Context: an optimization exercise on an open-source flow, tuned for small area, a short achievable clock period and few clock cycles. The choices shown serve that exercise and are no tape-out recipe. Where RTL was checked, it was by simulation tests only, not by an equivalence proof against the original. Function not checked in runs 3 and 4: the RTL went through the layout flow alone. Power figures rest on the tool's default switching activity, not on a simulated workload.

==> flow/design.v (outline; a module is shown in full before it is edited, if it fits) <==
// module FPU: 102 lines
// module fadd_s1: 53 lines
// module fadd_s2: 46 lines
// module fmul_s1: 949 lines
// module fmul_s2: 32 lines
// module fhalf_u: 10 lines
// module ftoi_u: 11 lines
// module itof_u: 16 lines
// module floor_u: 18 lines
// module fcmp_u: 18 lines
// module lzc32: 28 lines
// module shl32: 10 lines
module FPU(clk, rstn, ctl, x1, x2, y, ready, en);
  // ...
==> flow/flow/run.sh <==
#!/bin/bash
# The standard layout (standard.sh: ORFS synthesis to finish, same
# constraints and settings), with three changes to how it is made:
#  - ADDER_MAP_FILE empty: synthesis does not pre-map full and half adders
#    into adder cells before abc, so abc sees whole carry paths and keeps the
#    parallel-prefix adders instead of relaxing them into ripple chains;
#  - MATCH_CELL_FOOTPRINT=0: the resizer may swap a cell for any drive
#    strength of the same function (sky130hd's platform file limits it to
#    cells of the same footprint);
#  - the port buffers that buffer_ports puts on every input and output start
#    as buf_4 instead of a delay buffer.
# Registers, their names and cell types are those of the standard synthesis.
# The whole make output goes to make.log; ORFS's per-step logs stay under
# orfs/logs.
set -euo pipefail
bash standard.sh ADDER_MAP_FILE= MATCH_CELL_FOOTPRINT=0 \
    "BUFFER_PORTS_ARGS=-buffer_cell sky130_fd_sc_hd__buf_4" finish > make.log 2>&1
==> flow/standard.sh <==
#!/bin/bash
# synth_recipe.tcl (not shown) runs the flow's synth.tcl, then flattens the netlist and writes it again
# the make line also repeats each setting of config.mk as NAME=value (left out here)
make -C /OpenROAD-flow-scripts/flow DESIGN_CONFIG=/design/flow/config.mk WORK_HOME=/design/flow/orfs CLKGATE_MAP_FILE= SYNTH_SCRIPT=/design/flow/synth_recipe.tcl "${@:-finish}"
==> flow/config.mk <==
export PLATFORM = sky130hd
export DESIGN_NAME = FPU
export DESIGN_NICKNAME = FPU
export VERILOG_FILES = /design/flow/design.v
export SDC_FILE = /design/flow/constraint.sdc
export NUM_CORES = 4
export LEC_CHECK = 0
export ABC_AREA = 1
export CAP_MARGIN = 20
export CORE_MARGIN = 2
export CORE_UTILIZATION = 40
export SETUP_SLACK_MARGIN = 4
export SLEW_MARGIN = 20
==> flow/constraint.sdc <==
create_clock -name core_clock -period 10.0 [get_ports {clk}]
set_input_delay 2.0000 -clock core_clock [delete_from_list [all_inputs] [get_ports {clk}]]
set_output_delay 2.0000 -clock core_clock [all_outputs]
set_load 0.01 [all_outputs]
==> metrics.md, run 1 <==
| Metric | Value |
|---|---|
| Drt wl/cell | `~23 um` |
| Flop+latch power | `1.00 mW` |
| Post-CTS setup buffers | `66` |
| Yosys warns | `3` |
| Syn Area/Cell | `around 5.2 sq um` |
| Critical path data arrival time | `~4.1 ns` |
| Pre-CTS WS | `2.27 ns` |
| Most common cell in the synthesized netlist | `nand2_1` |
| Antenna-violating nets left | `0` |
| Clk root buf | `clkbuf_16` |
| Die H | `300 um` |
| Outcome | `finished clean` |
| Die width | `around 300 um` |
| Gate family responsible for the most delay along the worst path | `simple AND/OR/NAND/NOR gates` |
| CP endpoint | `y[23]` |
| FP Rows | `roughly 110` |
| Top sig layer | `met5` |
| Leading power group | `combinational logic` |
| Critical path class | `reg2out` |
| Met1 WL | `about 76000 um` |
| ClkCell Share | `~1.5%` |
| Wire length on met2 | `71400 um` |
| Comb pwr | `roughly 8.6 mW` |
| Synth Area in XOR/XNOR | `between 10% and 20%` |
| Area of the multi-input gates | `28800 sq um` |
| Most frequent cells in the layout | `1912 x nand2_1, 752 x inv_1, 575 x nor2_1` |
| TritonRoute pass-1 iters | `9` |
| Most instantiated cells after synthesis | `1977 x nand2_1, 790 x inv_1, 634 x nor2_1, 546 x nand3_1, 431 x o21ai_0` |
| Adder-Cell Fraction of Synth Area | `less than 1%` |
| Pwr Total | `a little over 10 mW` |
| H-tree Lvls | `4` |
| Routing usage on met1 | `between 50% and 60%` |
| Peak VDD IR | `between 0.3 and 0.4 mV` |
| Clk pin slew, worst setup/hold paths | `~0.07 ns` |
| Layer with the highest usage | `met2` |
| GRT Resource Usage Total | `38.1%` |
| # diodes | `3` |
Testbench counts, summed over its fixed seeds: cycles 24,008.
==> run 2: changes to the inputs <==
--- a/flow/config.mk
+++ b/flow/config.mk
@@ -11,3 +11,3 @@
 export CORE_UTILIZATION = 40
-export SETUP_SLACK_MARGIN = 4
+export SETUP_SLACK_MARGIN = 3.5
 export SLEW_MARGIN = 20
==> metrics.md, run 2 <==
| Metric | Value |
|---|---|
| IO buf count | `104` |
| Antenna-violating nets left | `0 (unchanged)` |
| P_leak | `about 19 nW` |
| Max FO, Critical Path | `14` |
| Seq pwr share | `just over 10%` |
| FP Rows | `108 (unchanged)` |
| Asr flop ratio synth | `0%` |
| Finished Core Util | `a little over two fifths` |
| CTS tree | `done` |
| Clk root buf | `clkbuf_16` |
| H-tree Lvls | `4 (unchanged)` |
| CTS max path bufs | `2` |
| Most frequent CP cell | `nand2_1` |
| Die width | `300 um (unchanged)` |
| Largest regs | `r_misc: 32 flops, r_S: 27 flops, r_rb: 27 flops` |
| Initial core utilization | `about two fifths` |
| Peak Freq | `156 MHz` |
| Netlist cell types | `84` |
| Synth top area cells | `nand2_1 21%, xor2_1 10%, inv_1 8.5%` |
| Hpwl dp | `between 100000 and 150000 um` |
| Critical path class | `in2reg` |
| Number of CTS-inserted buffers | `17` |
| Setup crit start kind | `input port` |
| Syn Area/Cell | `5.23 sq um (unchanged)` |
| Cell area after synthesis | `roughly 35000 sq um` |
| Worst Max-Slew Pin Slew | `roughly 1.2 ns` |
| Power share of the combinational group | `82.2%` |
| Critical path data arrival time | `6.78 ns (+2.70 ns)` |
| Most flops, register | `r_misc` |
| Placed cell count | `approximately 7700` |
| Setup slack after layout | `approximately 3.6 ns` |
| Die area | `~90000 sq um` |
| Critical Path RT | `between 10 and 15 ns` |
| Final hold violation count | `0` |
| Synth top area share | `a little over a fifth` |
| Worst Hold End | `ready` |
| Leading area contributor after synthesis | `nand2_1` |
| Post-synth EDFFs | `0` |
| Critical Path End Type | `register` |
| Pint | `approximately 3.6 mW` |
| Hold Crit Class | `in2reg` |
| Fill cells | `~9900` |
| Most frequent cells in the layout | `1963 x nand2_1, 780 x inv_1, 618 x nor2_1` |
| Critical-path cell list | `buf_4 -> nand2_1 -> nor2_1 -> nand2_1 -> o21ai_1 -> buf_4 -> inv_1 -> a31oi_1 -> o22ai_1 -> nor3_1 -> o2111ai_1 -> nand2_1 -> inv_1 -> nand2_1 -> o21ai_0 -> a211oi_1 -> nand4_1` |
| Syn_nets | `6762` |
| Outcome | `finished clean` |
| Synth Flop Type | `dfxtp_1` |
| Largest register FFs | `32` |
| Slowest stage cell, crit path | `a211oi_1` |
| CORE AREA | `about 87000 sq um` |
| Slew Viols, Final | `0` |
| Initial antenna violation count | `5` |
| Vias in the first global route | `approximately 39000` |
| Hold path cells | `3` |
| Clock power frac | `between 7 and 8%` |
| Nets | `around 6700` |
| RSZ-0062 raised after global routing | `true` |
| Post-synthesis instance total | `between 6000 and 7000` |
| Worst Hold Launch | `en` |
| Max-cap violation count | `0` |
| Routed WL | `around 170000 um` |
| Most common cell after layout, fill and taps aside | `nand2_1` |
| Worst stage delay on the critical path | `0.78 ns` |
| #FFs+latches synth | `around 140` |
| Yosys warns | `3 (unchanged)` |
| Drt wl/cell | `22.5 um (-1.5%)` |
| Residual DRC | `0` |
| Setup Viol. Count Final | `0` |
| Synth-to-layout area growth | `7.25%` |
| Most instantiated cells after synthesis | `1977 x nand2_1, 790 x inv_1, 634 x nor2_1, 546 x nand3_1, 431 x o21ai_0` |
| GRT Resource Usage Total | `37.4% (-0.70 points)` |
| Die H | `300 um (unchanged)` |
| # clock sinks | `approximately 140` |
| Largest net degree at the start of global routing | `64` |
| Global route overflow | `0` |
| Setup_tns | `0 ns` |
| Psw | `5.87 mW` |
| Power Dens Cells | `253 nW/um^2` |
| Most common cell in the synthesized netlist | `nand2_1` |
| Fin crit share | `64.3%` |
| Ratio of cells with drive above 1 in the final layout | `between 8 and 9%` |
| Sequential share of the synthesized area | `a little over 8%` |
| DR vias/cell | `about 5.7` |
| Pre-CTS WS | `2.27 ns (unchanged)` |
| TritonRoute pass-1 iters | `7 (-2)` |
| Tmin final | `6.43 ns` |
| Vias | `44600` |
| # IOs | `~110` |
| Peak VDD IR | `0.301 mV (-1.7%)` |
| Post-route insts no fill | `7772` |
| GP Congestion | `1.07` |
| Clk pin slew, worst setup/hold paths | `0.08 ns (about the same)` |
| Slew headroom | `21.7%` |
| Sw frac | `between 60 and 70%` |
| First-pass GRT wire length | `254000 um` |
| Drt initial violations | `around 5200` |
run 2: cell counts after synthesis:
No cell type changed its count.
run 2: per-stage QoR:
step | instance area (sq um) | hold WS, ns | power (mW)
final | 37500 | 1.67 | 9.51
after CTS | 37000 | 1.64 | 9.27
after global placement | 36200 | 2.18 | 8.43
after floorplan | 35000 | 2.03 | 6.31
after global routing | 37500 | 1.72 | 10.4
after detailed placement | 36200 | 2.18 | 8.45
run 2: logic make-up (layout without fill, tap and decap cells):
group / count (synthesis) / in the layout / synth area share (%)
flops: 142 / 142 / 8.12
buf+inv: 1170 / 1091 / 13.5
other cells: 0 / 2 / 0
simple gates: 3536 / 3538 / 43.1
compound gates: 1332 / 1334 / 22.3
xor+xnor: 500 / 500 / 12.6
mux: 7 / 7 / 0.200
fa+ha+maj: 3 / 3 / 0.0858
run 2: repair_timing:
action / CTS / global route
endpoints found under the setup margin: 61 / 102
buffers inserted: 6 / 35
pin swaps: 4 / 24
hold buffers: 0 / 0
resized for setup: 46 / 71
cloned: 3 / 4
run 2: layout make-up:
type / instances / area [sq um] / area share, %
clock buffer: 18 / 439 / 1.17
clock inverter: 14 / 169 / 0.450
inverter: 856 / 3260 / 8.67
tap: 1155 / 1450 / 3.85
multi-input combinational: 5382 / 27800 / 74.0
antenna: 2 / 5.00 / 0.0133
sequential: 142 / 2850 / 7.59
timing repair inverter: 3 / 17.5 / 0.0467
timing repair buffer: 200 / 1590 / 4.22
run 2: routing by layer:
layer,track usage (%),wire length [um],vias to the layer above
li1,-,-,21600
met4,21.4,11600,2
met2,52.6,68300,2449
met5,0,8,-
met1,52.4,76000,20100
met3,7.69,18800,449
run 2: critical path, delay by kind of cell:
family | cells | cell delay (ns)
and+or+nand+nor | 7 | 2.16
AOI/OAI and AO/OA | 6 | 1.68
buffers and inverters | 4 | 0.92
run 2: how the worst max path moves through the flow:
stage,from,to,slack [ns],depth (start not counted)
after floorplan,r_inc,y[31],4.85,23
after global placement,r_S[22],y[21],2.43,27
after detailed placement,r_S[22],y[15],2.27,27
after CTS,x1[9],r_misc[29],3.51,21
after global routing,x1[30],r_S[12],3.38,27
final,x1[25],r_misc[14],3.57,17
run 2: power groups by stage:
stage          Clock (mW)  Combinational (mW)  Sequential [mW]
2_1_floorplan           0                5.40            0.911
4_1_cts             0.725                7.57            0.972
3_3_place_gp            0                7.45            0.973
6_report            0.712                7.82            0.980
5_1_grt             0.741                8.62             1.00
3_5_place_dp            0                7.47            0.983
==> module FPU, before the edit <==
module FPU(clk, rstn, ctl, x1, x2, y, ready, en);
    input clk, rstn;
    input [4:0] ctl;
    input [31:0] x1, x2;
    input en;
    output reg ready;
    output [31:0] y;
    wire op_add   = (ctl == 5'd0) | (ctl == 5'd1);
    wire op_mul   = (ctl == 5'd2) | (ctl == 5'd20);
    wire op_fhalf = (ctl == 5'd5);
    wire op_ftoi  = (ctl == 5'd6);
    wire op_itof  = (ctl == 5'd7);
    wire op_floor = (ctl == 5'd8);
    wire op_feq   = (ctl == 5'd9);
    wire op_fle   = (ctl == 5'd10);
    wire op_fabs  = (ctl == 5'd11);
    wire op_fneg  = (ctl == 5'd12);
    wire op_fless = (ctl == 5'd13);
    wire op_fmin  = (ctl == 5'd14);
    wire op_fmax  = (ctl == 5'd15);
    wire op_fisz  = (ctl == 5'd16);
    wire op_fisp  = (ctl == 5'd17);
    wire op_fisn  = (ctl == 5'd18);
    wire lt = (x1[30:0] <  x2[30:0]);
    wire eq = (x1[30:0] == x2[30:0]);
    wire [26:0] m_ra, m_rb;
    wire m_cin;
    wire [31:0] mb = ctl[4] ? x1 : x2;
    fmul_s1 u_mul1 (.a(x1[22:0]), .b(mb[22:0]), .ra(m_ra), .rb(m_rb), .cin(m_cin));
    wire [9:0] m_ye0 = x1[30:23] + mb[30:23] + 10'd129;
    wire m_zero = ~(|x1[30:23]) | ~(|mb[30:23]);
    wire m_inf  = (&x1[30:23]) | (&mb[30:23]);
    wire m_ys   = x1[31] ^ mb[31];
    wire [26:0] a_S;
    wire [24:0] a_R;
    wire [7:0]  a_le;
    wire a_effsub, a_bs, a_ls, a_near, a_spec;
    wire [31:0] a_spec_y;
    wire [31:0] tsh;
    wire [31:0] mx;
    fadd_s1 u_add1 (.x1(x1), .x2(x2), .sub(ctl[0]), .ge(~lt), .is_ftoi(ctl[2]), .mx(mx[30:0]),
                    .tsh(tsh), .S(a_S), .R(a_R), .le(a_le),
                    .effsub(a_effsub), .bs(a_bs), .ls(a_ls), .isnear(a_near),
                    .spec(a_spec), .spec_y(a_spec_y));
    wire [31:0] half_v, ftoi_v, itof_v, floor_v;
    wire fmin_x1;
    wire half_i, ftoi_i, itof_i, floor_i;
    wire feq_y, fle_y, fless_y;
    fhalf_u u_half (.x(x1), .v(half_v), .inc(half_i));
    ftoi_u  u_ftoi (.x(x1), .t(tsh), .v(ftoi_v), .inc(ftoi_i));
    itof_u  u_itof (.x(x1), .v(itof_v), .inc(itof_i));
    floor_u u_floor(.x(x1), .v(floor_v), .inc(floor_i));
    fcmp_u  u_cmp  (.x1(x1), .x2(x2), .lt(lt), .eq(eq), .feq(feq_y), .fle(fle_y),
                    .fless(fless_y), .fmin_x1(fmin_x1));
    wire pick_x1 = ctl[3] ? (fmin_x1 ^ ctl[0]) : ~lt;
    assign mx = pick_x1 ? x1 : x2;
    wire nz1 = |x1[30:0];
    wire bit0 = (op_feq & feq_y) | (op_fle & fle_y) | (op_fless & fless_y) |
                (op_fisz & ~nz1) | (op_fisp & ~x1[31] & nz1) | (op_fisn & x1[31] & nz1);
    wire add_spec = op_add & a_spec;
    wire [31:0] misc_v =
        ({32{add_spec}} & a_spec_y) |
        ({32{op_fhalf}} & half_v)  |
        ({32{op_ftoi}}  & ftoi_v)  |
        ({32{op_itof}}  & itof_v)  |
        ({32{op_floor}} & floor_v) |
        ({32{op_fmin | op_fmax}} & mx) |
        ({32{op_fabs}}  & {1'b0, x1[30:0]}) |
        ({32{op_fneg}}  & {~x1[31], x1[30:0]}) |
        {31'b0, bit0};
    wire misc_i = (op_fhalf & half_i) | (op_ftoi & ftoi_i) | (op_itof & itof_i) |
                  (op_floor & floor_i);
    reg sel_mul, sel_far, sel_near, sel_misc;
    reg [26:0] r_ra, r_rb, r_S;
    reg r_cin;
    reg [9:0] r_ye0;
    reg r_zero, r_inf, r_ys;
    reg [7:0] r_le;
    reg r_effsub, r_bs, r_ls;
    reg [31:0] r_misc;
    reg r_inc;
    always @(posedge clk) begin
        ready <= rstn & en;
        sel_mul  <= op_mul;
        sel_far  <= op_add & ~a_spec & ~a_near;
        sel_near <= op_add & ~a_spec & a_near;
        sel_misc <= ~op_mul & ~(op_add & ~a_spec);
        r_ra <= m_ra; r_rb <= m_rb; r_cin <= m_cin;
        r_ye0 <= m_ye0; r_zero <= m_zero; r_inf <= m_inf; r_ys <= m_ys;
        r_S <= a_S; r_le <= a_le;
        r_effsub <= a_effsub; r_bs <= a_bs; r_ls <= a_ls;
        r_misc <= misc_v; r_inc <= misc_i;
    end
    wire [31:0] mul_y, far_y, near_y;
    fmul_s2 u_mul2 (.ra(r_ra), .rb(r_rb), .cin(r_cin), .ye0(r_ye0), .iszero(r_zero),
                    .isinf(r_inf), .ys(r_ys), .y(mul_y));
    fadd_s2 u_add2 (.S(r_S), .R(r_S[25:1]), .le(r_le), .effsub(r_effsub), .bs(r_bs), .ls(r_ls),
                    .far_y(far_y), .near_y(near_y));
    wire [31:0] misc_y = r_misc + {31'b0, r_inc};
    assign y = ({32{sel_mul}}  & mul_y)  | ({32{sel_far}}  & far_y) |
               ({32{sel_near}} & near_y) | ({32{sel_misc}} & misc_y);
endmodule
==> module fadd_s1, before the edit <==
module fadd_s1 (
    input  wire [31:0] x1,
    input  wire [31:0] x2,
    input  wire        sub,
    input  wire        ge,       
    input  wire        is_ftoi,  
    input  wire [30:0] mx,       
    output wire [31:0] tsh,      
    output wire [26:0] S,        
    output wire [24:0] R,        
    output wire [7:0]  le,       
    output wire        effsub,
    output wire        bs,       
    output wire        ls,       
    output wire        isnear,
    output wire        spec,
    output wire [31:0] spec_y);
wire        s1 = x1[31];
wire        s2 = x2[31] ^ sub;
wire [7:0]  e1 = x1[30:23];
wire [7:0]  e2 = x2[30:23];
wire [22:0] m1 = x1[22:0];
wire [22:0] m2 = x2[22:0];
assign effsub = s1 ^ s2;
assign ls = ge ? s1 : s2;
wire [8:0]  d12 = {1'b0, e1} - {1'b0, e2};
wire [7:0]  d21 = e2 - e1;
wire        e1lt = d12[8];
wire [7:0]  shift = e1lt ? d21 : d12[7:0];
assign le = e1lt ? e2 : e1;
wire [22:0] fbm = e1lt ? m2 : m1;
wire [22:0] fsm = (e1lt | is_ftoi) ? m1 : m2;
assign bs = ls;
wire [26:0] lf = {2'b01, fbm, 2'b00};
wire [7:0]  fsh = 8'd157 - e1;
wire [4:0]  sa = is_ftoi ? fsh[4:0] : shift[4:0];
wire        sz = is_ftoi ? (e1 < 8'd126) : (|shift[7:5]);
wire [31:0] sh32 = sz ? 32'd0 : ({1'b1, fsm, 8'b0} >> sa);
wire [26:0] sf = {1'b0, sh32[31:6]};
assign tsh = sh32;
wire        neq = (e1 == e2);
wire        swap = neq & ~ge;
wire [26:0] opa = swap ? sf : lf;
wire [26:0] opb = swap ? lf : sf;
assign S = opa + (opb ^ {27{effsub}}) + {26'd0, effsub};
assign R = S[25:1];
wire inf = (&e1) | (&e2);
wire z1 = ~(|e1);
wire z2 = ~(|e2);
assign spec = inf | z1 | z2;
assign spec_y = {ls, (~inf & z1 & z2) ? 31'b0 : mx};
assign isnear = effsub & (shift[7:1] == 7'd0);
endmodule
==> run 3: changes to the inputs <==
--- a/flow/design.v
+++ b/flow/design.v
@@ -40,3 +40,3 @@
     wire [31:0] mx;
-    fadd_s1 u_add1 (.x1(x1), .x2(x2), .sub(ctl[0]), .ge(~lt), .is_ftoi(ctl[2]), .mx(mx[30:0]),
+    fadd_s1 u_add1 (.x1(x1), .x2(x2), .sub(ctl[0]), .ge(~lt), .is_ftoi(op_ftoi), .mx(mx[30:0]),
                     .tsh(tsh), .S(a_S), .R(a_R), .le(a_le),
@@ -54,3 +54,3 @@
                     .fless(fless_y), .fmin_x1(fmin_x1));
-    wire pick_x1 = ctl[3] ? (fmin_x1 ^ ctl[0]) : ~lt;
+    wire pick_x1 = op_add ? ~lt : (fmin_x1 ^ op_fmax);
     assign mx = pick_x1 ? x1 : x2;
@@ -77,2 +77,3 @@
     reg r_zero, r_inf, r_ys;
+    reg [24:0] r_R;
     reg [7:0] r_le;
@@ -89,3 +90,3 @@
         r_ye0 <= m_ye0; r_zero <= m_zero; r_inf <= m_inf; r_ys <= m_ys;
-        r_S <= a_S; r_le <= a_le;
+        r_S <= a_S; r_R <= a_R; r_le <= a_le;
         r_effsub <= a_effsub; r_bs <= a_bs; r_ls <= a_ls;
@@ -96,3 +97,3 @@
                     .isinf(r_inf), .ys(r_ys), .y(mul_y));
-    fadd_s2 u_add2 (.S(r_S), .R(r_S[25:1]), .le(r_le), .effsub(r_effsub), .bs(r_bs), .ls(r_ls),
+    fadd_s2 u_add2 (.S(r_S), .R(r_R), .le(r_le), .effsub(r_effsub), .bs(r_bs), .ls(r_ls),
                     .far_y(far_y), .near_y(near_y));
@@ -143,8 +144,9 @@
 assign tsh = sh32;
+assign S = lf + (sf ^ {27{effsub}}) + {26'd0, effsub};
 wire        neq = (e1 == e2);
-wire        swap = neq & ~ge;
-wire [26:0] opa = swap ? sf : lf;
-wire [26:0] opb = swap ? lf : sf;
-assign S = opa + (opb ^ {27{effsub}}) + {26'd0, effsub};
-assign R = S[25:1];
+wire [22:0] nbm = mx[22:0];
+wire [22:0] nsm = ge ? m2 : m1;
+wire [24:0] A = {1'b1, nbm, 1'b0};
+wire [24:0] B = neq ? {1'b1, nsm, 1'b0} : {2'b01, nsm};
+assign R = A - B;
 wire inf = (&e1) | (&e2);
==> flow/flow/run.sh (replaced) <==
#!/bin/bash
# The standard layout (standard.sh: ORFS synthesis to finish, same
# constraints and settings), with two changes to how it is made:
#  - MATCH_CELL_FOOTPRINT=0: the resizer may swap a cell for any drive
#    strength of the same function (sky130hd's platform file limits it to
#    cells of the same footprint, so most gates cannot be upsized);
#  - the port buffers that buffer_ports puts on every input and output start
#    as buf_4 instead of a delay buffer.
# The whole make output goes to make.log; ORFS's per-step logs stay under
# orfs/logs.
set -euo pipefail
bash standard.sh MATCH_CELL_FOOTPRINT=0 \
    "BUFFER_PORTS_ARGS=-buffer_cell sky130_fd_sc_hd__buf_4" finish > make.log 2>&1
--- a/flow/config.mk
+++ b/flow/config.mk
@@ -7,3 +7,2 @@
 export LEC_CHECK = 0
-export ABC_AREA = 1
 export CAP_MARGIN = 20
@@ -11,3 +10,3 @@
 export CORE_UTILIZATION = 40
-export SETUP_SLACK_MARGIN = 3.5
+export SETUP_SLACK_MARGIN = 2.5
 export SLEW_MARGIN = 20
==> metrics.md, run 3 <==
| Metric | Value |
|---|---|
| Tmin final | `7.48 ns (+1.06 ns)` |
| Syn_nets | `5600 (-17%)` |
| Outcome | `finished clean` |
| Number of CTS-inserted buffers | `17 (unchanged)` |
| FP Rows | `111 (+2.8%)` |
| Max FO, Critical Path | `7 (-7)` |
| CORE AREA | `91200 sq um (+5.2%)` |
| Setup_tns | `0 ns (unchanged)` |
| Final hold violation count | `0 (unchanged)` |
| Critical Path Source | `r_R[15]` |
| Initial antenna violation count | `5 (unchanged)` |
| Worst Max-Slew Pin Slew | `1.17 ns (+0.00663 ns)` |
| Vias | `39900 (-10%)` |
| #FFs+latches synth | `167 (+18%)` |
| Largest net degree at the start of global routing | `59 (-7.8%)` |
| Most frequent cells in the layout | `504 x nand2_1, 460 x o21ai_0, 413 x a21oi_1` |
| Most common cell in the synthesized netlist | `nand2_1` |
| Drt initial violations | `5720 (+9.3%)` |
| CTS tree | `done` |
| Ratio of cells with drive above 1 in the final layout | `12.7% (+4.1 points)` |
| Nets | `5539 (-17%)` |
| Slowest stage cell, crit path | `a222oi_1` |
| Gate family responsible for the most delay along the worst path | `compound AO/OA/AOI/OAI gates` |
| Die width | `307 um (+2.3%)` |
| Syn Area/Cell | `7.20 sq um (+38%)` |
| Setup slack after layout | `2.52 ns (-1.06 ns)` |
| Routed WL | `172000 um (-1.7%)` |
| Global route overflow | `0 (unchanged)` |
| Hold Crit Class | `in2reg` |
| Clk pin slew, worst setup/hold paths | `0.07 ns (about the same)` |
| Die area | `94100 sq um (+4.7%)` |
| Critical path class | `reg2out` |
| Worst stage delay on the critical path | `0.58 ns (-0.20 ns)` |
| Critical Path RT | `8.00 ns (-2.35 ns)` |
| Vias in the first global route | `36900 (-5.4%)` |
| Initial core utilization | `40.2% (-0.17 points)` |
| Cell area after synthesis | `36700 sq um (+4.7%)` |
| Setup crit start kind | `register` |
| Most common cell after layout, fill and taps aside | `nand2_1` |
| DR vias/cell | `6.41 (+12%)` |
| Slew Viols, Final | `0 (unchanged)` |
| Drt wl/cell | `27.6 um (+23%)` |
| Setup Viol. Count Final | `0 (unchanged)` |
| Synth-to-layout area growth | `11.3%` |
| Antenna-violating nets left | `0 (unchanged)` |
| Most frequent CP cell | `a21oi_2` |
| Synth Flop Type | `dfxtp_1` |
| Leading area contributor after synthesis | `fa_1` |
| TritonRoute pass-1 iters | `10 (+3)` |
| Max-cap violation count | `0 (unchanged)` |
| H-tree Lvls | `4 (unchanged)` |
| CTS max path bufs | `2 (unchanged)` |
| # clock sinks | `167 (+18%)` |
| RSZ-0062 raised after global routing | `true` |
| GRT Resource Usage Total | `35.3% (-2.1 points)` |
| Die H | `307 um (+2.3%)` |
| Largest regs | `r_misc: 32 flops, r_S: 27 flops, r_rb: 27 flops` |
| Post-synthesis instance total | `5090 (-24%)` |
| Sequential share of the synthesized area | `9.12% (+1.0 points)` |
| Peak Freq | `134 MHz (-14%)` |
| Asr flop ratio synth | `0% (unchanged)` |
| Netlist cell types | `105 (+25%)` |
| Fin crit share | `74.8% (+11 points)` |
| Critical-path cell list | `or4_4 -> nor4b_4 -> buf_4 -> and2_4 -> a31oi_4 -> a21oi_2 -> buf_6 -> clkinvlp_4 -> ha_4 -> a21oi_2 -> o21bai_2 -> nor2_2 -> o21ai_1 -> a21oi_2 -> a31oi_2 -> o41ai_4 -> buf_6 -> nor2_2 -> a32o_2 -> a222oi_1 -> o21ai_1 -> buf_4` |
| Critical Path End Type | `output pin` |
| IO buf count | `104 (unchanged)` |
| Yosys warns | `3 (unchanged)` |
| Synth top area cells | `fa_1 12%, dfxtp_1 9.1%, ha_1 7.7%` |
| P_leak | `16.8 nW (-13%)` |
| Power Dens Cells | `247 nW/um^2 (-2.5%)` |
| CP bufs+invs | `5 (+1)` |
| Peak VDD IR | `0.185 mV (-39%)` |
| Hold_buf cts | `0 (unchanged)` |
| Largest register FFs | `32 (unchanged)` |
| Most instantiated cells after synthesis | `514 x nand2_1, 470 x o21ai_0, 432 x a21oi_1, 383 x inv_1, 378 x nor2_1` |
| # IOs | `105 (unchanged)` |
| Clk root buf | `clkbuf_16` |
| Most flops, register | `r_misc` |
| Critical path data arrival time | `5.48 ns (-1.30 ns)` |
| Post-synth EDFFs | `0 (unchanged)` |
| Slew headroom | `21.2% (-0.52 points)` |
| First-pass GRT wire length | `250000 um (-1.3%)` |
| Synth top area share | `11.6% (-9.6 points)` |
| Pre-CTS WS | `0.974 ns (-1.30 ns)` |
| Worst Hold Launch | `en` |
| GP Congestion | `1.02 (-4.6%)` |
| Residual DRC | `0 (unchanged)` |
| Fill cells | `9379 (-4.9%)` |
| Hpwl dp | `128000 um (-7.9%)` |
[run 3: cell types whose count changed after synthesis, sizes merged, moves of 213 or more]
| cell | before | now |
|---|---|---|
| nor2 | 662 | 379 |
| nand3 | 561 | 115 |
| fa | 0 | 213 |
| ha | 0 | 225 |
| inv | 845 | 389 |
| xor2 | 422 | 87 |
| nand2 | 2019 | 516 |
| xnor2 | 78 | 297 |
[run 3: kinds of logic after synthesis]
group | Yosys count | synth area share (%)
flip-flops | 167 | 9.12
XOR/XNOR | 384 | 9.17
AO/OA/AOI/OAI | 1656 | 28.9
adder cells (fa/ha/maj) | 444 | 19.5
multiplexers | 251 | 7.42
AND/OR/NAND/NOR | 1384 | 17.5
buffers and inverters | 804 | 8.42
[run 3: final timing paths]
kind                     to  depth (start not counted)
worst min-delay path  ready                          2
worst max-delay path   y[3]                         22
[run 3: area by class of cell]
type	count	area [sq um]	area share, %
diodes	2	5.00	0.0123
clock buffers	20	467	1.14
clock inverters	12	131	0.322
inverters	402	1550	3.80
multi-input cells	4126	31300	76.6
flip-flops and latches	167	3370	8.25
well taps	1186	1480	3.64
repair buffers	315	2530	6.21
[run 3: per-layer routing]
| layer | vias up | GRT usage [%] | wire, um |
|---|---|---|---|
| met3 | 456 | 8.36 | 19700 |
| met2 | 2525 | 50.1 | 69200 |
| li1 | 18000 | - | - |
| met1 | 19000 | 50.7 | 74500 |
| met5 | - | 0 | 13 |
| met4 | 2 | 14.7 | 8280 |
[run 3: power breakdown]
group / leakage, nW / internal (mW) / switching (mW)
Combinational: 15.1 / 3.13 / 4.88
Clock: 0.290 / 0.371 / 0.309
Sequential: 1.40 / 0.996 / 0.415
Total: 16.8 / 4.49 / 5.60
[run 3: per-stage QoR]
stage	instances	util [%]	instance area [sq um]	power, mW	hold WS, ns
3_5_place_dp	6077	42.0	38300	8.90	2.21
4_1_cts	6152	43.5	39700	9.77	1.70
2_1_floorplan	5090	-	36800	6.27	2.03
3_3_place_gp	6076	42.0	38300	8.84	2.20
6_report	6230	44.7	40800	10.1	1.74
5_1_grt	6228	44.7	40800	10.9	1.72
[run 3: timing repair]
item	4_1_cts	5_1_grt
resized for setup	81	130
buffers inserted	37	72
endpoints found under the hold margin	0	0
pin swaps	16	58
gates cloned	6	3
setup endpoints to repair	57	76
==> module fadd_s2, before the edit <==
module fadd_s2 (
    input  wire [26:0] S,
    input  wire [24:0] R,
    input  wire [7:0]  le,
    input  wire        effsub,
    input  wire        bs,
    input  wire        ls,
    output wire [31:0] far_y,
    output wire [31:0] near_y);
function [8:0] fexp;   
    input [9:0] e;
    begin
        fexp = e[8] ? {1'b1, 8'hff} : {(e[7:0] == 8'hff) | (e[7:0] == 8'h00), e[7:0]};
    end
endfunction
wire [8:0] em1 = fexp({2'b0, le} - 10'd1);
wire [8:0] e0  = fexp({2'b0, le});
wire [8:0] ep1 = fexp({2'b0, le} + 10'd1);
wire [8:0] ep2 = fexp({2'b0, le} + 10'd2);
wire [23:0] w25 = S[25:2];
wire [23:0] wx  = effsub ? S[24:1] : S[26:3];
wire        r25 = S[1];
wire        rx  = effsub ? S[0] : S[2];
wire [23:0] i25 = w25 + r25;
wire [23:0] ix  = wx + rx;
wire        o25 = r25 & (&w25);      
wire        ox  = rx & (&wx);
wire        tx  = effsub ? ~S[25] : S[26];        
wire [8:0]  fe25 = o25 ? ep1 : e0;
wire [8:0]  fex  = effsub ? (ox ? e0 : em1) : (ox ? ep2 : ep1);
wire [8:0]  fe   = tx ? fex : fe25;
wire [22:0] fm   = tx ? ix[22:0] : i25[22:0];
assign far_y = {bs, fe[7:0], fe[8] ? 23'd0 : fm};
wire [23:0] ar  = R[24:1] + R[0];
wire        ro  = R[0] & (&R[24:1]);
wire [31:0] nr_y = {ls, ro ? ep1[7:0] : le, ar[22:0]};
wire [4:0]  lz;
wire [31:0] nv;
lzc32 u_lzc (.v({R[23:0], 8'h80}), .n(lz));
shl32 u_shl (.v({R[23:0], 8'h00}), .n(lz), .y(nv));
wire [23:0] norm = nv[31:8];
wire [8:0]  nae = {1'b0, le} - {4'b0, lz} - 9'd1;
wire        nzero = nae[8] | (nae[7:0] == 8'd0);
wire [31:0] nn_y = nzero ? {ls, 31'b0} : {ls, nae[7:0], norm[22:0]};
assign near_y = R[24] ? nr_y : nn_y;
endmodule
==> module fmul_s2, before the edit <==
module fmul_s2 (
    input  wire [26:0] ra,
    input  wire [26:0] rb,
    input  wire        cin,
    input  wire [9:0]  ye0,      
    input  wire        iszero,
    input  wire        isinf,
    input  wire        ys,
    output wire [31:0] y);
wire [26:0] mmul = ra + rb + {26'd0, cin};
wire [8:0] c0 = {1'b0, ye0[7:0]};
wire [8:0] c1 = {1'b0, ye0[7:0]} + 9'd1;
wire [8:0] c2 = {1'b0, ye0[7:0]} + 9'd2;
function [8:0] fin;    
    input [9:0] y0;
    input [8:0] c;
    input zero, inf;
    reg [8:0] y1;
    reg [7:0] e;
    begin
        y1 = y0[9] ? 9'd255 : ~y0[8] ? 9'd0 : c;
        e = y1[8] ? 8'd255 : y1[7:0];
        fin = zero ? 9'h100 : inf ? {1'b1, 8'hff} : {(e == 8'd255) | (e == 8'd0), e};
    end
endfunction
wire [8:0] f0 = fin(ye0, c0, iszero, isinf);
wire [8:0] f1 = fin(ye0, c1, iszero, isinf);
wire [8:0] f2 = fin(ye0, c2, iszero, isinf);
wire [8:0]  fs  = mmul[26] ? f2 : mmul[25] ? f1 : f0;
wire [22:0] ym0 = mmul[26] ? mmul[25:3] : mmul[25] ? mmul[24:2] : mmul[23:1];
assign y = {ys, fs[7:0], fs[8] ? 23'd0 : ym0};
endmodule
==> module itof_u, before the edit <==
module itof_u (
    input  wire [31:0] x,
    output wire [31:0] v,
    output wire        inc);
wire        s = x[31];
wire [31:0] absx = s ? (~x + 32'd1) : x;
wire [4:0]  lz;
wire [31:0] nv;
lzc32 u_lzc (.v({absx[30:0], 1'b1}), .n(lz));
shl32 u_shl (.v({absx[30:0], 1'b0}), .n(lz), .y(nv));
wire [30:0] norm = nv[31:1];
wire [7:0]  e = 8'd157 - {3'b0, lz};
wire        zero = (absx[30:0] == 31'd0);
assign v = absx[31] ? 32'hcf000000 : zero ? 32'd0 : {s, e, norm[29:7]};
assign inc = ~absx[31] & ~zero & norm[6];
endmodule
==> run 4: changes to the inputs <==
--- a/flow/design.v
+++ b/flow/design.v
@@ -99,3 +99,4 @@
                     .far_y(far_y), .near_y(near_y));
-    wire [31:0] misc_y = r_misc + {31'b0, r_inc};
+    wire [31:0] misc_y;
+    addw #(32) u_inc (.a(r_misc), .b(32'd0), .ci(r_inc), .s(misc_y));
     assign y = ({32{sel_mul}}  & mul_y)  | ({32{sel_far}}  & far_y) |
@@ -144,3 +145,3 @@
 assign tsh = sh32;
-assign S = lf + (sf ^ {27{effsub}}) + {26'd0, effsub};
+addw #(27) u_addS (.a(lf), .b(sf ^ {27{effsub}}), .ci(effsub), .s(S));
 wire        neq = (e1 == e2);
@@ -150,3 +151,3 @@
 wire [24:0] B = neq ? {1'b1, nsm, 1'b0} : {2'b01, nsm};
-assign R = A - B;
+addw #(25) u_addR (.a(A), .b(~B), .ci(1'b1), .s(R));
 wire inf = (&e1) | (&e2);
@@ -181,4 +182,5 @@
 wire        rx  = effsub ? S[0] : S[2];
-wire [23:0] i25 = w25 + r25;
-wire [23:0] ix  = wx + rx;
+wire [23:0] i25, ix;
+addw #(24) u_i25 (.a(w25), .b(24'd0), .ci(r25), .s(i25));
+addw #(24) u_ix  (.a(wx),  .b(24'd0), .ci(rx),  .s(ix));
 wire        o25 = r25 & (&w25);      
@@ -191,3 +193,4 @@
 assign far_y = {bs, fe[7:0], fe[8] ? 23'd0 : fm};
-wire [23:0] ar  = R[24:1] + R[0];
+wire [23:0] ar;
+addw #(24) u_ar (.a(R[24:1]), .b(24'd0), .ci(R[0]), .s(ar));
 wire        ro  = R[0] & (&R[24:1]);
@@ -1164,3 +1167,4 @@
     output wire [31:0] y);
-wire [26:0] mmul = ra + rb + {26'd0, cin};
+wire [26:0] mmul;
+addw #(27) u_add (.a(ra), .b(rb), .ci(cin), .s(mmul));
 wire [8:0] c0 = {1'b0, ye0[7:0]};
@@ -1219,3 +1223,4 @@
 wire        s = x[31];
-wire [31:0] absx = s ? (~x + 32'd1) : x;
+wire [31:0] absx;
+addw #(32) u_neg (.a(x ^ {32{s}}), .b(32'd0), .ci(s), .s(absx));
 wire [4:0]  lz;
@@ -1310,2 +1315,11 @@
 endmodule
+`default_nettype wire
+`default_nettype none
+module addw #(parameter W = 8) (
+    input  wire [W-1:0] a,
+    input  wire [W-1:0] b,
+    input  wire         ci,
+    output wire [W-1:0] s);
+assign s = a + b + {{(W-1){1'b0}}, ci};
+endmodule
 `default_nettype wire
==> flow/run.sh (new file) <==
#!/bin/bash
# synth_recipe.tcl (not shown) runs the flow's synth.tcl, then flattens the netlist and writes it again
# the make line also repeats each setting of config.mk as NAME=value (left out here)
make -C /OpenROAD-flow-scripts/flow DESIGN_CONFIG=/design/flow/config.mk WORK_HOME=/design/flow/orfs CLKGATE_MAP_FILE= SYNTH_SCRIPT=/design/flow/synth_recipe.tcl finish
--- a/flow/config.mk
+++ b/flow/config.mk
@@ -12 +12,3 @@
 export SLEW_MARGIN = 20
+export SYNTH_HIERARCHICAL = 1
+export SYNTH_MINIMUM_KEEP_SIZE = 400
removed: flow/flow/run.sh
removed: flow/standard.sh
==> metrics.md, run 4 <==
| Metric | Value |
|---|---|
| Outcome | `finished clean` |
| Peak VDD IR | `0.196 mV (+6.2%)` |
| Asr flop ratio synth | `0% (unchanged)` |
| Hold Crit Class | `in2reg` |
| Global route overflow | `0 (unchanged)` |
| GP Congestion | `1.06 (+3.7%)` |
| Placed cell count | `7060 (+16%)` |
| Netlist cell types | `143 (+36%)` |
| #FFs+latches synth | `169 (+1.2%)` |
| Post-synthesis instance total | `5921 (+16%)` |
| Syn Area/Cell | `7.45 sq um (+3.4%)` |
| Critical path class | `reg2out` |
| Syn_nets | `6436 (+15%)` |
| Sequential share of the synthesized area | `7.67% (-1.4 points)` |
| GRT Resource Usage Total | `33.4% (-1.9 points)` |
| Hpwl dp | `147000 um (+14%)` |
| Vias in the first global route | `42800 (+16%)` |
| Largest net degree at the start of global routing | `67 (+14%)` |
| Critical Path End Type | `output pin` |
| Leading area contributor after synthesis | `fa_1` |
| Max-cap violation count | `0 (unchanged)` |
| Tmin final | `7.44 ns (-0.0442 ns)` |
| Power share of the combinational group | `80.6% (+1.3 points)` |
| Post-synth EDFFs | `0 (unchanged)` |
| # IOs | `105 (unchanged)` |
| Initial core utilization | `40.4% (+0.22 points)` |
| Max FO, Critical Path | `11 (+4)` |
| P_leak | `19.2 nW (+14%)` |
| Nets | `6227 (+12%)` |
| Setup_tns | `0 ns (unchanged)` |
| Routed WL | `196000 um (+14%)` |
| DR vias/cell | `6.54 (+2.1%)` |
| FF/Latch Area | `3400 sq um (+0.85%)` |
| CTS tree | `done` |
| IO buf count | `104 (unchanged)` |
| Largest register FFs | `32 (unchanged)` |
| Hold_buf cts | `0 (unchanged)` |
| Most common cell after layout, fill and taps aside | `a21oi_1` |
| Drt initial violations | `6359 (+11%)` |
| Most frequent cells in the layout | `450 x a21oi_1, 428 x inv_1, 413 x nand2_1` |
| CORE AREA | `109000 sq um (+20%)` |
| TritonRoute pass-1 iters | `11 (+1)` |
| Synth top area share | `9.67% (-2.0 points)` |
| CTS max path bufs | `3 (+1)` |
| Sw frac | `56.3% (+0.80 points)` |
| Synth top area cells | `fa_1 9.7%, dfxtp_1 7.7%, ha_1 6.5%` |
| Slew Viols, Final | `0 (unchanged)` |
| FP Rows | `121 (+9.0%)` |
| Die H | `336 um (+9.5%)` |
| Die width | `336 um (+9.5%)` |
| Critical Path RT | `8.00 ns (about the same)` |
| Peak Freq | `134 MHz (+0.59%)` |
| Psw | `6.28 mW (+12%)` |
| Pint | `4.88 mW (+8.5%)` |
| Most flops, register | `r_misc` |
| Most common cell in the synthesized netlist | `a21oi_1` |
| Fill cells | `11200 (+20%)` |
| Clk pin slew, worst setup/hold paths | `0.06 ns (about the same)` |
| Drt wl/cell | `27.2 um (-1.4%)` |
| Vias | `47100 (+18%)` |
| Power Dens Cells | `234 nW/um^2 (-5.4%)` |
| Synth Flop Type | `dfxtp_1` |
| Slew headroom | `21.4% (+0.21 points)` |
| Fin crit share | `74.4% (-0.44 points)` |
| # clock sinks | `169 (+1.2%)` |
| Area of the multi-input gates | `37000 sq um (+18%)` |
| Cell area after synthesis | `44100 sq um (+20%)` |
| Antenna-violating nets left | `0 (unchanged)` |
| Critical path data arrival time | `5.44 ns (-0.04 ns)` |
| Number of CTS-inserted buffers | `25 (+8)` |
| Ratio of cells with drive above 1 in the final layout | `13.5% (+0.87 points)` |
| Hold_ws | `1.94 ns (+0.194 ns)` |
| Final hold violation count | `0 (unchanged)` |
| Die area | `113000 sq um (+20%)` |
| Setup Viol. Count Final | `0 (unchanged)` |
| Seq pwr share | `12.7% (-1.3 points)` |
| Yosys warns | `9 (+6)` |
| Synth-to-layout area growth | `8.19%` |
| Residual DRC | `0 (unchanged)` |
| Most instantiated cells after synthesis | `466 x a21oi_1, 436 x inv_1, 416 x nand2_1, 373 x nor2_1, 352 x o21ai_0` |
| Post-route insts no fill | `7201 (+16%)` |
| Setup crit start kind | `register` |
| First-pass GRT wire length | `287000 um (+15%)` |
| Clock power frac | `6.7% (about the same)` |
| H-tree Lvls | `4 (unchanged)` |
| Clk root buf | `clkbuf_16` |
| Initial antenna violation count | `23 (+18)` |
| RSZ-0062 raised after global routing | `true` |
| Worst Max-Slew Pin Slew | `1.17 ns (-0.00653 ns)` |
## run 4: final cells by class
type / instances / share of cell area, %
multi-input combinational: 4710 / 77.5
sequential: 169 / 7.12
timing repair buffer: 362 / 6.46
tap: 1476 / 3.87
inverter: 444 / 3.51
clock buffer: 30 / 1.46
clock inverter: 3 / 0.0367
antenna: 7 / 0.0367
## run 4: per-layer routing
metal	vias to the layer above	global-route usage (%)	wire length, um
met1	22700	46.9	83000
met3	490	6.10	20300
met4	12	16.4	11200
met2	2754	48.7	81100
li1	21200	-	-
met5	-	0	77
## run 4: Yosys stat by module (local to each module, per instance)
module   cells  times used  area (sq um)  flip-flops and latches
FPU       1061           1          9400                     169
fadd_s1    860           1          6620                       0
fadd_s2    893           1          5560                       0
floor_u    188           1          1290                       0
fmul_s1   1943           1         14500                       0
fmul_s2    424           1          2920                       0
itof_u     552           1          3820                       0
## run 4: metrics by stage
| stage | power, mW | util (%) | cell area, sq um | worst slack (ns) |
|---|---|---|---|---|
| 6_report | 11.2 | 43.7 | 47700 | 2.56 |
| 4_1_cts | 10.8 | 43.0 | 46900 | 2.47 |
| 2_1_floorplan | 7.82 | - | 44100 | 2.50 |
| 5_1_grt | 11.9 | 43.7 | 47700 | 2.37 |
| 3_3_place_gp | 9.80 | 41.4 | 45200 | 0.941 |
| 3_5_place_dp | 9.82 | 41.4 | 45200 | 0.842 |
## run 4: cell families after synthesis
logic type	count (synthesis)	synth area share, %
AO/OA/AOI/OAI	1952	30.8
AND/OR/NAND/NOR	1664	19.2
buffers and inverters	1049	11.0
adder cells (fa/ha/maj)	475	16.9
XOR/XNOR	326	6.73
multiplexers	285	7.71
flip-flops	169	7.67
other	1	0.00851
## run 4: power groups by stage
stage          combinational, mW  sequential (mW)  clock (mW)
4_1_cts                     8.64             1.39       0.767
6_report                    9.00             1.41       0.747
3_5_place_dp                8.43             1.39           0
5_1_grt                     9.68             1.44       0.791
3_3_place_gp                8.42             1.39           0
2_1_floorplan               6.73             1.10           0
## run 4: repair_timing
action	4_1_cts	5_1_grt
hold endpoints to repair	0	0
gates cloned	7	0
resized for setup	142	165
pin swaps	26	47
buffers inserted	51	42
setup endpoints to repair	90	85
## run 4: critical path: stages, from the launching register on
cell           delay, ns
dfxtp_1             0.52
or4_4               0.56
nor4_4              0.24
buf_6               0.18
o32a_4              0.22
nand2_4             0.08
clkinvlp_4          0.09
ha_1                0.15
inv_1               0.06
fa_1                0.40
inv_1               0.12
a21oi_4             0.08
o2111a_1            0.25
a311oi_2            0.37
xnor2_1             0.17
o31ai_4             0.30
buf_6               0.20
o32ai_1             0.10
a222oi_1            0.22
o21ai_0             0.24
dlygate4sd2_1       0.39
## run 4: path summary, 6_finish.rpt
check / cells after the start / start / endpoint / slack (ns)
min: 2 / ctl[4] / r_ys / 1.94
max: 20 / r_R[10] / y[19] / 2.56

separate check: timing with driven ports:
The flow's constraints put no driver on any port. The routed layouts listed below were extracted and timed again, unchanged, in two steps.
Step 1 sets driving cells, clkbuf_16 on the clock port and buf_2 on the other inputs (assumed; they add their load-dependent delay and slew).
Step 2, shift: input delay + t, output delay - t, t = (earliest + latest rising clock arrival at the registers) / 2. This alone moves slack from input paths to output paths.
a / b / c = ideal ports / drivers / drivers and shift; a / b = the first two.
| run | shift t [ns] | slack for setup (ns) | worst setup path after step 2 | latest minus earliest clock arrival (ns) |
|---|---|---|---|---|
| run 1 | 0.565 | 3.919 / 3.855 / 3.455 | input to register | 0.038 / 0.038 |
| run 2 | 0.569 | 3.573 / 3.613 / 3.044 | input to register | 0.023 / 0.024 |
| run 3 | 0.538 | 2.515 / 2.447 / 2.036 | input to register | 0.025 / 0.025 |
| run 4 | 0.550 | 2.560 / 2.499 / 2.075 | input to register | 0.021 / 0.021 |
After both steps every run listed still meets setup and hold. For run 2, which loses most, drivers alone change the setup slack by +0.040 ns; drivers and shift together by -0.529 ns.
